This is an optimization exercise on Yosys and OpenROAD, whose aim is small area and a short achievable clock period, not a production implementation. Only simulation tests tie the RTL to the original design; equivalence was not proved.

## flow/design.v (module list and top-level ports; edited modules follow where they fit)
// module convolution: 2744 lines
// module fa: 4 lines
module convolution (
    input clk,
    input rst,
    input signed [15:0] x_in,
    output signed [31:0] y_out,
    output signed [31:0] y_out_t
);
  // ...
==> flow/flow/run.sh <==
#!/bin/bash
# Standard ORFS layout, with repair_timing asked to keep a larger setup margin
# than the clock period needs, so that it works on the paths that set the
# achieved period.  Constraints (constraint.sdc) are unchanged.
set -euo pipefail
export SETUP_SLACK_MARGIN=11.0
bash standard.sh finish > standard_finish.log 2>&1
==> flow/standard.sh <==
#!/bin/bash
# synth_recipe.tcl (not shown) runs the flow's synth.tcl, then flattens the netlist and writes it again
# the make line also repeats each setting of config.mk as NAME=value (left out here)
make -C /OpenROAD-flow-scripts/flow DESIGN_CONFIG=/design/flow/config.mk WORK_HOME=/design/flow/orfs CLKGATE_MAP_FILE= SYNTH_SCRIPT=/design/flow/synth_recipe.tcl "${@:-finish}"
==> flow/config.mk <==
export PLATFORM = sky130hd
export DESIGN_NAME = convolution
export DESIGN_NICKNAME = convolution
export VERILOG_FILES = /design/flow/design.v
export SDC_FILE = /design/flow/constraint.sdc
export NUM_CORES = 4
export LEC_CHECK = 0
export CAP_MARGIN = 20
export CORE_MARGIN = 2
export CORE_UTILIZATION = 40
export SLEW_MARGIN = 20
export SYNTH_HIERARCHICAL = 1
==> flow/constraint.sdc <==
create_clock -name core_clock -period 15.0 [get_ports {clk}]
set_input_delay 3.0000 -clock core_clock [delete_from_list [all_inputs] [get_ports {clk}]]
set_output_delay 3.0000 -clock core_clock [all_outputs]
set_load 0.01 [all_outputs]
==> impl_metrics.yaml, run 1 <==
run_status:
  run_status: "timing/DRC/antenna clean"
setup_path:
  cpMaxStageDelayCell: "dfrtp_2"
  slowest_delay_ns: 0.41
  r2r_start: "y[15]"
  r2r_end: "y[25]"
  critPathKind: "flip-flop to output pin"
logic_synthesis:
  ys_seq_area_share_pct: 48.0
  synthMuxAreaShare_pct: 0.0217
  synth-main-ff-cell: "dfrtp_1"
place:
  dpl.hpwl_um: 76700
final_layout:
  area_growth_pct: 15.2
  final_core_util_pct: 46.5
  buffers: 193
  clock_area_share_pct: 5.63
  fillers: 9793
min_path:
  whs_endpoint: "s4[14]"
  worstHoldStart: "s3[14]"
  whs_path_depth: 0
global_routing:
  grt_max_degree: 80
cts:
  clock_latency_ns: 0.66
  h-tree-depth: 3
  clockBufferDepth: 3
drt:
  ant_nets: 0
sta:
  rsz0062_at_grt: "yes"
die:
  core-area_um2: 114000
==> run 2, diff against run 1 <==
--- a/flow/config.mk
+++ b/flow/config.mk
@@ -10,2 +10,4 @@
 export CORE_UTILIZATION = 40
+export CTS_CLUSTER_DIAMETER = 100
+export CTS_CLUSTER_SIZE = 30
 export SLEW_MARGIN = 20
==> run 2 against run 1 <==
  * First-iteration DRC count down 12%
  * Cell area down 3.3%
  * Die area unchanged
  * Sequential share of layout area up 1.4 points
  * Still clean on timing, DRC and antenna
  * Non-clock buffer count down 2
  * Area after synthesis unchanged
  * Cell count down 2.4%
  * Clock skew up 0.0078 ns
  * Worst hold slack better by 0.011 ns
==> impl_metrics.yaml, run 2 <==
run_status:
  run_status: "timing/DRC/antenna clean"
sta:
  hold_violations: 0
  tightest_slew_ns: 0.710
  slew_headroom_pct: 52.6
  rsz0062_at_grt: "yes"
  fin_crit_sh_pct: 28.8
  min_period_ns: 4.32
  max_freq_mhz: 231
  totalNegativeSetupSlack_ns: 0
  finalClockSkew_ns: 0.0325
  report.final.slew_viol_count: 0
  setup-violations-final: 0
final_layout:
  final_layout_size_suffix_gt1_share_pct: 13.9
  layout_common_cells: "fa_1, dfrtp_1, inv_1"
  fillers: 9957
  final_common_cell: "fa_1"
  fin_cells: 4318
  area_growth_pct: 11.4
  nets: 3891
  diodes: 0
cts:
  cts_root_buf: "clkbuf_16"
  cts_tree: "built"
  h-tree-depth: 2
  cts_inserted_buffers: 38
  clock_sinks: 881
  clockBufferDepth: 3
  clock_latency_ns: 0.63
  path_clk_slew_ns: 0.11
place:
  dp.cells: 4158
  port_buffers: 81
  routabilityCongestion: 0.870
  dpl.hpwl_um: 76700
logic_synthesis:
  ys_warn_count: 7
  synth-main-ff-cell: "dfrtp_1"
  ys_ff_latch: 881
  synthCells: 2583
  synth_area_leader_cell: "dfrtp_1"
  ys_types: 63
  synth_area_leaders: "dfrtp_1, fa_1, ha_1"
  synth_most_common_cell: "fa_1"
  synthArstFlopShare_pct: 100
  ys_seq_area_share_pct: 48.0
  syn-cell-area_um2: 46000
  yosys-top-cells-count: "fa_1, dfrtp_1, inv_1, ha_1, dfstp_2"
  syn-num-nets: 3692
  synth.avg_cell_area_um2: 17.8
  synth_top_area_share_pct: 45.4
  synth_edf_count: 0
min_path:
  worstHoldStart: "s29[9]"
  whs_endpoint: "s30[9]"
  hold_class: "flip-flop to flip-flop"
  whs_path_depth: 0
die:
  rows: 124
  die_area_um2: 118000
  die_h_um: 343
  io_pins: 82
  start_util_pct: 40.3
  core-area_um2: 114000
  die_x_um: 343
setup_path:
  end_kind: "output pin"
  crit_path_max_fanout: 9
  critPathRequiredTime_ns: 12.00
  ff2ff_setup_slack_ns: 10.98
  arrival_ns: 1.32
  r2r_start: "s0[6]"
  critPathKind: "flip-flop to output pin"
  path_cells: "buf_6, buf_2"
  worstSetupStartpointType: "flip-flop"
  cpMaxStageDelayCell: "dfrtp_2"
  reg2reg_depth: 8
  slowest_delay_ns: 0.43
  r2r_end: "rc[13]"
  crit_start: "ytsx[0]"
flow_run:
  maxCapViolCount: 0
global_routing:
  grt_pass1_vias: 25000
  overflow: 0
  antenna_found_initial: 0
  grt_pass1_wl_um: 155000
  grt_max_degree: 80
  track_usage_pct: 17.8
drt:
  drt-total-wl_um: 96900
  viasPerCell: 4.66
  routedWlPerCell_um: 22.5
  vias: 20100
  drc: 0
  drtIter0Drc: 1093
  first_pass_iters: 4
  ant_nets: 0
## run 2: cell types whose count changed in the layout (fill, tap and decap cells not counted), moves of 5 or more
cell | before | now
clkbuf_16 | 93 | 43
clkinv_2 | 18 | 2
clkbuf_8 | 14 | 1
clkbuf_1 | 24 | 13
fa_1 | 923 | 913
fa_2 | 42 | 52
bufinv_16 | 7 | 0
clkinvlp_4 | 6 | 1
## run 2: worst max-delay path: cells and delay by family (launching register included)
family	cells	cell delay [ns]
flops	1	0.43
buf+inv	2	0.28
## run 2: logic make-up (layout without fill, tap and decap cells)
| family | count (synthesis) | count (layout) | share of synthesized area (%) |
|---|---|---|---|
| fa+ha+maj | 1091 | 1091 | 45.4 |
| flops | 881 | 881 | 48.0 |
| buf+inv | 335 | 558 | 2.91 |
| simple gates | 127 | 127 | 1.42 |
| compound gates | 117 | 117 | 1.67 |
| xor+xnor | 31 | 31 | 0.590 |
| mux | 1 | 1 | 0.0217 |
## run 2: final cells by class
cell class              instances  area [µm²]  area share, %
repair buffers                191        1860           3.63
inverters                     302        1140           2.22
multi-input cells            1367       23000           44.9
clock inverters                 9         134          0.261
repair inverters                1        5.00        0.00976
well taps                    1512        1890           3.69
clock buffers                  55        1090           2.12
flip-flops and latches        881       22200           43.2
## run 2: routing by layer
| metal | up-vias | part of all wire (%) | GRT usage, % |
|---|---|---|---|
| li1 | 8281 | - | - |
| met1 | 11500 | 42 | 24.7 |
| met2 | 265 | 53 | 30.2 |
| met3 | 103 | 2.7 | 2.11 |
| met4 | 0 | 2.6 | 4.32 |
| met5 | - | 0 | 0 |
## run 2: worst max path at each step
stage	to	slack, ns	depth (start not counted)
after floorplan	rc[0]	-0.08	1
after global placement	zv4_0	8.38	5
after detailed placement	zv6_0	8.24	5
after CTS	y_out_t[18]	10.64	2
after global routing	y_out_t[17]	10.62	2
final	y_out_t[30]	10.68	2
## run 2: through the flow
step / setup WS (ns) / instance area [µm²] / util (%) / hold slack [ns]
floorplan: -0.0770 / 46100 / - / 0.331
global placement: 8.38 / 48700 / 42.6 / 0.332
detailed placement: 8.24 / 48700 / 42.6 / 0.336
CTS: 10.64 / 50800 / 44.5 / 0.347
global route: 10.62 / 51300 / 44.9 / 0.347
finish: 10.68 / 51300 / 44.9 / 0.344
## run 2: what timing repair did
item	in CTS	in global routing
endpoints found under the setup margin	901	432
cloned	8	2
gates resized for setup	389	75
pin swaps	10	28
setup buffers	69	17
hold buffers	0	0
## run 2: per-module statistics from Yosys, one instance, submodules excluded
module / cells inside / cell area (µm²)
convolution: 1619 / 26700
fa: 1 / 20.0
==> run 3, diff against run 2 <==
--- a/flow/config.mk
+++ b/flow/config.mk
@@ -9,5 +9,5 @@
 export CORE_MARGIN = 2
-export CORE_UTILIZATION = 40
-export CTS_CLUSTER_DIAMETER = 100
-export CTS_CLUSTER_SIZE = 30
+export CORE_UTILIZATION = 60
+export CTS_CLUSTER_DIAMETER = 80
+export CTS_CLUSTER_SIZE = 24
 export SLEW_MARGIN = 20
==> run 3 against run 2 <==
  * Clock-buffer cell count rose by 13
  * First-iteration DRC count shrank 12%
  * Sequential cell count is the same
  * Critical path type unchanged
==> impl_metrics.yaml, run 3 <==
sta:
  hold_ws_ns: 0.353
  min_period_ns: 4.34
  finalClockSkew_ns: 0.0231
  totalNegativeSetupSlack_ns: 0
  report.final.slew_viol_count: 0
  hold_violations: 0
  slew_headroom_pct: 50.1
  fin_crit_sh_pct: 28.9
  setup-violations-final: 0
  finalWorstSetupSlack_ns: 10.66
  max_freq_mhz: 231
  tightest_slew_ns: 0.748
  rsz0062_at_grt: "yes"
setup_path:
  ff2ff_setup_slack_ns: 10.88
  reg2reg_depth: 12
  critPathKind: "flip-flop to output pin"
  crit_path_max_fanout: 9
  r2r_start: "y[3]"
  worstSetupStartpointType: "flip-flop"
  end_kind: "output pin"
  critPathRequiredTime_ns: 12.00
  arrival_ns: 1.34
  r2r_end: "y[30]"
final_layout:
  layout_common_cells: "fa_1, dfrtp_1, inv_1"
  diodes: 0
  final_layout_size_suffix_gt1_share_pct: 15.9
  area_growth_pct: 11.6
  nets: 3930
  fillers: 5238
  final_common_cell: "fa_1"
run_status:
  run_status: "timing/DRC/antenna clean"
logic_synthesis:
  synth_area_leader_cell: "dfrtp_1"
  ys_warn_count: 7
  syn-num-nets: 3692
  synth-main-ff-cell: "dfrtp_1"
  ys_types: 63
  synth_top_area_share_pct: 45.4
  synth_edf_count: 0
  synth_most_common_cell: "fa_1"
  yosys-top-cells-count: "fa_1, dfrtp_1, inv_1, ha_1, dfstp_2"
  synthCells: 2583
  ys_ff_latch: 881
  synthArstFlopShare_pct: 100
  ys_seq_area_share_pct: 48.0
  syn-cell-area_um2: 46000
  synth_area_leaders: "dfrtp_1, fa_1, ha_1"
  synth.avg_cell_area_um2: 17.8
die:
  io_pins: 82
  die_area_um2: 79000
  core-area_um2: 75900
  start_util_pct: 60.6
  die_x_um: 281
  rows: 101
  die_h_um: 281
drt:
  drc: 0
  ant_nets: 0
  routedWlPerCell_um: 24.9
  viasPerCell: 5.19
  drtIter0Drc: 960
  drt-total-wl_um: 96800
  vias: 20200
  first_pass_iters: 4
place:
  dpl.hpwl_um: 75800
  dp_slack_ns: 8.32
  routabilityCongestion: 0.846
  port_buffers: 81
cts:
  hold_buffers: 0
  cts_inserted_buffers: 47
  clock_latency_ns: 0.63
  cts_tree: "built"
  path_clk_slew_ns: 0.10
  clock_sinks: 881
  clockBufferDepth: 3
  h-tree-depth: 2
  cts_root_buf: "clkbuf_16"
global_routing:
  track_usage_pct: 27.2
  grt_pass1_wl_um: 154000
  antenna_found_initial: 1
  grt_pass1_vias: 24700
  grt_max_degree: 105
  overflow: 0
flow_run:
  maxCapViolCount: 0
min_path:
  worstHoldStart: "s29[11]"
  whs_endpoint: "s30[11]"
  hold_class: "flip-flop to flip-flop"
  whs_path_depth: 0
[run 3: cell counts after synthesis]
Identical to the previous run, type by type.
[run 3: kinds of logic after synthesis]
family          count (synthesis)  share of synthesized area, %
fa+ha+maj                    1091                          45.4
flops                         881                          48.0
buf+inv                       335                          2.91
simple gates                  127                          1.42
compound gates                117                          1.67
xor+xnor                       31                         0.590
mux                             1                        0.0217
[run 3: repair_timing]
item                       4_1_cts  5_1_grt
pin swaps                       10       33
cloned                           9        2
setup endpoints to repair      815      465
resized for setup              368      107
buffers inserted                81       38
[run 3: layout make-up]
cell class | count | area, µm² | area share (%)
multi-input combinational | 1367 | 23100 | 45.0
sequential | 881 | 22200 | 43.2
timing repair buffer | 222 | 2180 | 4.24
tap | 1030 | 1290 | 2.51
clock buffer | 68 | 1270 | 2.48
inverter | 302 | 1140 | 2.21
clock inverter | 17 | 225 | 0.438
[run 3: worst max-delay path by stage]
stage / start / cells past startpoint / end
after detailed placement: rst / 5 / s12[8]
after global routing: ytsx[0] / 2 / y_out_t[21]
after floorplan: rst / 1 / rc[0]
final: ytsx[0] / 2 / y_out_t[24]
after CTS: ytsx[0] / 2 / y_out_t[24]
after global placement: rst / 5 / vc[10]
[run 3: worst max-delay path, stage by stage (launching register included)]
cell	delay [ns]
dfrtp_2	0.44
buf_12	0.14
buf_2	0.14
[run 3: per-module statistics from Yosys (local to each module, per instance)]
| module | flops+latches | times used | cells | area [µm²] |
|---|---|---|---|---|
| convolution | 881 | 1 | 1619 | 26700 |
| fa | 0 | 964 | 1 | 20.0 |
[run 3: layer usage]
| layer | vias to the layer above | wire [µm] | share of wire, % | global-route usage (%) |
|---|---|---|---|---|
| met4 | 0 | 3100 | 3.2 | 7.84 |
| met1 | 11400 | 38200 | 39 | 37.2 |
| met5 | - | 0 | 0 | 0 |
| met3 | 121 | 2160 | 2.2 | 2.53 |
| met2 | 253 | 53300 | 55 | 47.5 |
| li1 | 8383 | - | - | - |
[run 3: through the flow]
stage / instances / area [µm²] / utilization [%]
CTS: 3847 / 50600 / 66.6
global placement: 3672 / 48100 / 63.3
floorplan: 2583 / 46100 / -
finish: 3887 / 51400 / 67.6
detailed placement: 3672 / 48100 / 63.3
global route: 3887 / 51400 / 67.6
==> run 4, diff against run 3 <==
--- a/flow/flow/run.sh
+++ b/flow/flow/run.sh
@@ -5,3 +5,3 @@
 set -euo pipefail
-export SETUP_SLACK_MARGIN=11.0
+export SETUP_SLACK_MARGIN=10.8
 bash standard.sh finish > standard_finish.log 2>&1
--- a/flow/config.mk
+++ b/flow/config.mk
@@ -9,5 +9,5 @@
 export CORE_MARGIN = 2
-export CORE_UTILIZATION = 60
+export CORE_UTILIZATION = 40
 export CTS_CLUSTER_DIAMETER = 80
-export CTS_CLUSTER_SIZE = 24
+export CTS_CLUSTER_SIZE = 28
 export SLEW_MARGIN = 20
==> run 4 against run 3 <==
  * Highest routed layer unchanged
  * Via count decreased by 1.1%
  * Register-to-register slack barely moved
  * Critical path depth is the same
  * Non-clock buffer count decreased by 61
  * Synthesized cell count unchanged
  * Wire length down 1.7%
  * Area after synthesis did not move
  * Critical path type unchanged
  * Maximum frequency rose by 0.15%
  * Sequential share of layout area rose by 0.46 points
  * Setup slack better by 0.0065 ns
==> impl_metrics.yaml, run 4 <==
run_status:
  run_status: "timing/DRC/antenna clean"
global_routing:
  grt_max_degree: 96
  grt_pass1_vias: 24500
  grt_pass1_wl_um: 153000
  antenna_found_initial: 0
  overflow: 0
  track_usage_pct: 17.6
final_layout:
  area_growth_pct: 10.3
  fillers: 9995
  layout_common_cells: "fa_1, dfrtp_1, inv_1"
  final_core_util_pct: 44.5
  final_layout_size_suffix_gt1_share_pct: 10.6
  nets: 3865
  final_common_cell: "fa_1"
  fin_cells: 4302
drt:
  first_pass_iters: 5
  routedWlPerCell_um: 22.1
  viasPerCell: 4.64
  drc: 0
  drtIter0Drc: 1104
  vias: 19900
  ant_nets: 0
  drt-total-wl_um: 95100
logic_synthesis:
  synth_area_leaders: "dfrtp_1, fa_1, ha_1"
  syn-cell-area_um2: 46000
  ys_types: 63
  synth.avg_cell_area_um2: 17.8
  synth_most_common_cell: "fa_1"
  synthCells: 2583
  ys_seq_area_share_pct: 48.0
  synthArstFlopShare_pct: 100
  ys_ff_latch: 881
  yosys-top-cells-count: "fa_1, dfrtp_1, inv_1, ha_1, dfstp_2"
  synth-main-ff-cell: "dfrtp_1"
  synth_edf_count: 0
  synth_top_area_share_pct: 45.4
  synth_area_leader_cell: "dfrtp_1"
  syn-num-nets: 3692
  ys_warn_count: 7
cts:
  cts_inserted_buffers: 42
  clockBufferDepth: 3
  cts_tree: "built"
  cts_root_buf: "clkbuf_16"
  clock_sinks: 881
  h-tree-depth: 2
  path_clk_slew_ns: 0.10
  clock_latency_ns: 0.63
die:
  core-area_um2: 114000
  rows: 124
  die_h_um: 343
  io_pins: 82
  die_area_um2: 118000
  start_util_pct: 40.3
  die_x_um: 343
sta:
  report.final.slew_viol_count: 0
  max_freq_mhz: 231
  tightest_slew_ns: 0.887
  hold_ws_ns: 0.351
  finalClockSkew_ns: 0.0289
  min_period_ns: 4.33
  hold_violations: 0
  setup-violations-final: 0
  fin_crit_sh_pct: 28.9
  slew_headroom_pct: 40.5
  rsz0062_at_grt: "yes"
setup_path:
  critPathRequiredTime_ns: 12.00
  slowest_delay_ns: 0.42
  r2r_start: "s0[3]"
  worstSetupStartpointType: "flip-flop"
  crit_path_max_fanout: 9
  end_kind: "output pin"
  cp_top_family: "flip-flops"
  crit_buf_inv: 2
  path_cells: "buf_6, buf_2"
  arrival_ns: 1.33
  critPathKind: "flip-flop to output pin"
  cpMaxStageDelayCell: "dfrtp_2"
  crit_start: "ytsx[0]"
place:
  dpl.hpwl_um: 75900
  port_buffers: 81
  dp.cells: 4155
  routabilityCongestion: 0.891
flow_run:
  maxCapViolCount: 0
min_path:
  worstHoldStart: "s29[12]"
  hold_class: "flip-flop to flip-flop"
==> run 4: cell counts after synthesis <==
No cell type changed its count.
==> run 4: logic make-up after synthesis <==
group / Yosys count / synth area share (%)
buffers and inverters: 335 / 2.91
AND/OR/NAND/NOR: 127 / 1.42
multiplexers: 1 / 0.0217
AO/OA/AOI/OAI: 117 / 1.67
flip-flops: 881 / 48.0
XOR/XNOR: 31 / 0.590
adder cells (fa/ha/maj): 1091 / 45.4
==> run 4: area by class of cell <==
| cell class | instances | area [µm²] | share of cell area, % |
|---|---|---|---|
| timing repair inverter | 1 | 5.00 | 0.00985 |
| timing repair buffer | 161 | 1440 | 2.84 |
| antenna | 1 | 2.50 | 0.00493 |
| tap | 1512 | 1890 | 3.72 |
| clock buffer | 64 | 1210 | 2.38 |
| inverter | 302 | 1140 | 2.24 |
| clock inverter | 13 | 229 | 0.451 |
| sequential | 881 | 22200 | 43.6 |
| multi-input combinational | 1367 | 22700 | 44.7 |
==> run 4: per-module statistics from Yosys, one instance, submodules excluded <==
module | cell area, µm² | cells | flops+latches | times used
fa | 20.0 | 1 | 0 | 964
convolution | 26700 | 1619 | 881 | 1
==> run 4: layer usage <==
metal | global-route usage, % | vias to the layer above | wire length [µm]
li1 | - | 8236 | -
met1 | 24.8 | 11400 | 40300
met2 | 29.8 | 270 | 50300
met3 | 2.11 | 84 | 2790
met4 | 3.30 | 0 | 1680
met5 | 0 | - | 0
==> run 4: worst paths after layout <==
path	slack, ns	cells after the start	to
max	10.67	2	y_out_t[18]
min	0.35	0	s30[12]
max reg2reg	10.89	10	y[23]
min reg2reg	0.35	0	s30[12]
max in group asynchronous	10.90	4	zr17_1
min in group asynchronous	2.96	2	s11[2]
==> run 4: metrics by stage <==
step	worst slack [ns]	instance area (µm²)	TNS [ns]
3_3_place_gp	9.09	48700	0
2_1_floorplan	-0.0770	46000	-64.36
4_1_cts	10.63	50500	0
5_1_grt	10.62	50800	0
3_5_place_dp	9.00	48700	0
6_report	10.67	50800	0
==> run 4: repair_timing <==
item,4_1_cts,5_1_grt
pin swaps,0,7
hold buffers,0,0
setup buffers,43,22
gates cloned,4,0
resized for setup,327,29
endpoints found under the setup margin,939,77
endpoints found under the hold margin,0,0
==> run 4: worst reg2reg max path: cells and delay by family (launching register included) <==
kind | cells | cell delay [ns]
AO/OA/AOI/OAI | 2 | 0.82
XOR/XNOR | 1 | 0.14
flip-flops | 1 | 0.63
AND/OR/NAND/NOR | 2 | 0.46
buffers and inverters | 1 | 0.22
adder cells (fa/ha/maj) | 4 | 1.75
==> run 5, diff against run 4 <==
--- a/flow/config.mk
+++ b/flow/config.mk
@@ -9,5 +9,5 @@
 export CORE_MARGIN = 2
-export CORE_UTILIZATION = 40
-export CTS_CLUSTER_DIAMETER = 80
-export CTS_CLUSTER_SIZE = 28
+export CORE_UTILIZATION = 55
+export CTS_CLUSTER_DIAMETER = 60
+export CTS_CLUSTER_SIZE = 30
 export SLEW_MARGIN = 20
==> run 5 against run 4 <==
  * Still clean
  * Wire length is 3.5% higher
  * Global-route usage rose by 7.7 points
  * Clock-buffer cell count increased by 22
  * Setup slack improved by 0.014 ns
  * Sequential cell count stayed put
==> impl_metrics.yaml, run 5 <==
final_layout:
  final_layout_size_suffix_gt1_share_pct: 12.9
  layout_common_cells: "fa_1, dfrtp_1, inv_1"
  diodes: 0
  nets: 3892
  area_growth_pct: 11.6
  fillers: 6161
  final_core_util_pct: 61.7
  final_common_cell: "fa_1"
drt:
  ant_nets: 0
  vias: 20100
  viasPerCell: 5.12
  drt-total-wl_um: 98400
  routedWlPerCell_um: 25.1
  first_pass_iters: 5
  drc: 0
  drtIter0Drc: 1035
place:
  port_buffers: 81
  dpl.hpwl_um: 77700
  routabilityCongestion: 0.821
cts:
  cts_inserted_buffers: 72
  h-tree-depth: 3
  clock_latency_ns: 0.64
  cts_root_buf: "clkbuf_16"
  clock_sinks: 881
  path_clk_slew_ns: 0.07
  clockBufferDepth: 3
  cts_tree: "built"
  hold_buffers: 0
global_routing:
  grt_pass1_vias: 24800
  grt_pass1_wl_um: 157000
  busiest_layer: "met2"
  gr-usage-met2_pct: 43.4
  grtUsageMet1_pct: 34.5
  grt_max_degree: 94
  antenna_found_initial: 0
  track_usage_pct: 25.3
  met3_usage_pct: 2.84
  overflow: 0
min_path:
  hold_class: "flip-flop to flip-flop"
  worstHoldStart: "s35[10]"
setup_path:
  arrival_ns: 1.32
  crit_buf_inv: 2
  slowest_delay_ns: 0.41
  r2r_start: "s0[9]"
  end_kind: "output pin"
  worstSetupStartpointType: "flip-flop"
  critPathRequiredTime_ns: 12.00
  critPathKind: "flip-flop to output pin"
  path_cells: "buf_6, buf_2"
  cpMaxStageDelayCell: "dfrtp_2"
  crit_path_max_fanout: 9
  crit_start: "ytsx[0]"
  cp_top_family: "flip-flops"
sta:
  max_freq_mhz: 232
  rsz0062_at_grt: "yes"
  setup-violations-final: 0
  slew_headroom_pct: 40.7
  hold_ws_ns: 0.345
  report.final.slew_viol_count: 0
  hold_violations: 0
  min_period_ns: 4.32
  tightest_slew_ns: 0.889
  fin_crit_sh_pct: 28.8
  finalClockSkew_ns: 0.0402
run_status:
  run_status: "timing/DRC/antenna clean"
flow_run:
  maxCapViolCount: 0
logic_synthesis:
  synth_area_leader_cell: "dfrtp_1"
  synth_edf_count: 0
  syn-cell-area_um2: 46000
  ys_warn_count: 7
  syn-num-nets: 3692
  ys_seq_area_share_pct: 48.0
  synth_area_leaders: "dfrtp_1, fa_1, ha_1"
  synth.avg_cell_area_um2: 17.8
  synth_top_area_share_pct: 45.4
  yosys-top-cells-count: "fa_1, dfrtp_1, inv_1, ha_1, dfstp_2"
  synthCells: 2583
  synth_most_common_cell: "fa_1"
  ys_ff_latch: 881
  synth-main-ff-cell: "dfrtp_1"
  ys_types: 63
  synthArstFlopShare_pct: 100
die:
  rows: 106
  io_pins: 82
  die_area_um2: 86000
  start_util_pct: 55.3
  die_h_um: 293
  die_x_um: 293
  core-area_um2: 83300
[run 5: through the flow]
stage / setup slack, ns / cells / instance area, µm² / setup TNS, ns
after floorplan: -0.0770 / 2583 / 46000 / -64.36
final: 10.68 / 3921 / 51400 / 0
after CTS: 10.64 / 3902 / 51100 / 0
after global placement: 8.69 / 3723 / 48100 / 0
after global routing: 10.63 / 3921 / 51400 / 0
after detailed placement: 8.62 / 3723 / 48100 / 0
[run 5: worst paths after layout]
kind / to / slack, ns / cells after the start
min in group asynchronous: yt[2] / 2.85 / 2
hold reg to reg: s36[10] / 0.35 / 0
max in group asynchronous: s19[2] / 10.96 / 5
hold / removal: s36[10] / 0.35 / 0
setup / recovery: y_out_t[16] / 10.68 / 2
setup reg to reg: y[18] / 10.86 / 12
[run 5: final cells by class]
| class | instances | area, µm² | share of cell area [%] |
|---|---|---|---|
| Multi-Input combinational cell | 1367 | 22800 | 44.3 |
| Timing Repair inverter | 1 | 5.00 | 0.00974 |
| Inverter | 302 | 1140 | 2.21 |
| Clock inverter | 46 | 534 | 1.04 |
| Tap cell | 1080 | 1350 | 2.63 |
| Timing Repair Buffer | 158 | 1480 | 2.88 |
| Sequential cell | 881 | 22200 | 43.1 |
| Clock buffer | 86 | 1980 | 3.85 |
[run 5: logic make-up after synthesis]
logic type | synth area share (%)
adders and majority gates | 45.4
and+or+nand+nor | 1.42
buffers and inverters | 2.91
xor gates and xnor gates | 0.590
muxes | 0.0217
AOI/OAI and AO/OA | 1.67
DFF | 48.0
[run 5: modules after synthesis (local to each module, per instance)]
module       cell area [µm²]  cells inside  times used  flops+latches
convolution            26700          1619           1            881
fa                      20.0             1         964              0
[run 5: per-layer routing]
layer  part of all wire (%)  wire [µm]
met3                    2.3       2290
met5                      0          0
met1                     40      39000
met4                    3.4       3350
met2                     55      53800
[run 5: timing repair]
item | 4_1_cts | 5_1_grt
buffers inserted | 40 | 16
setup endpoints to repair | 853 | 158
gates resized for setup | 321 | 25
cloned | 7 | 3
pin swaps | 2 | 13

-- what the ideal ports hide --
No port has a modelled driver above. Below, the same layouts with a new extraction and two added sets of constraints.
Step 1, drivers: a clkbuf_16 drives clk and a buf_2 each remaining input, both assumed.
Step 2, shift: input delay + t, output delay - t, t = (earliest + latest rising clock arrival at the registers) / 2. This alone moves slack from input paths to output paths.
Three values: ideal ports, drivers, drivers and shift; two values: the first two.
run | t, ns | slack for setup (ns) | hold WS [ns] | pins driven straight from the clock port
run 1 | 0.720 | 10.645 / 10.579 / 10.420 | 0.334 / 0.334 / 0.334 | 1
run 2 | 0.681 | 10.676 / 10.610 / 10.436 | 0.344 / 0.344 / 0.344 | 1
run 3 | 0.690 | 10.662 / 10.594 / 10.381 | 0.353 / 0.353 / 0.353 | 1
run 4 | 0.682 | 10.668 / 10.603 / 10.244 | 0.351 / 0.351 / 0.351 | 1
run 5 | 0.686 | 10.682 / 10.621 / 10.310 | 0.345 / 0.345 / 0.345 | 1
After both steps setup and hold are still met in every run listed. For run 4, which loses most, drivers alone change the setup slack by -0.065 ns; drivers and shift together by -0.424 ns. The worst setup slack also covers recovery checks on asynchronous resets.
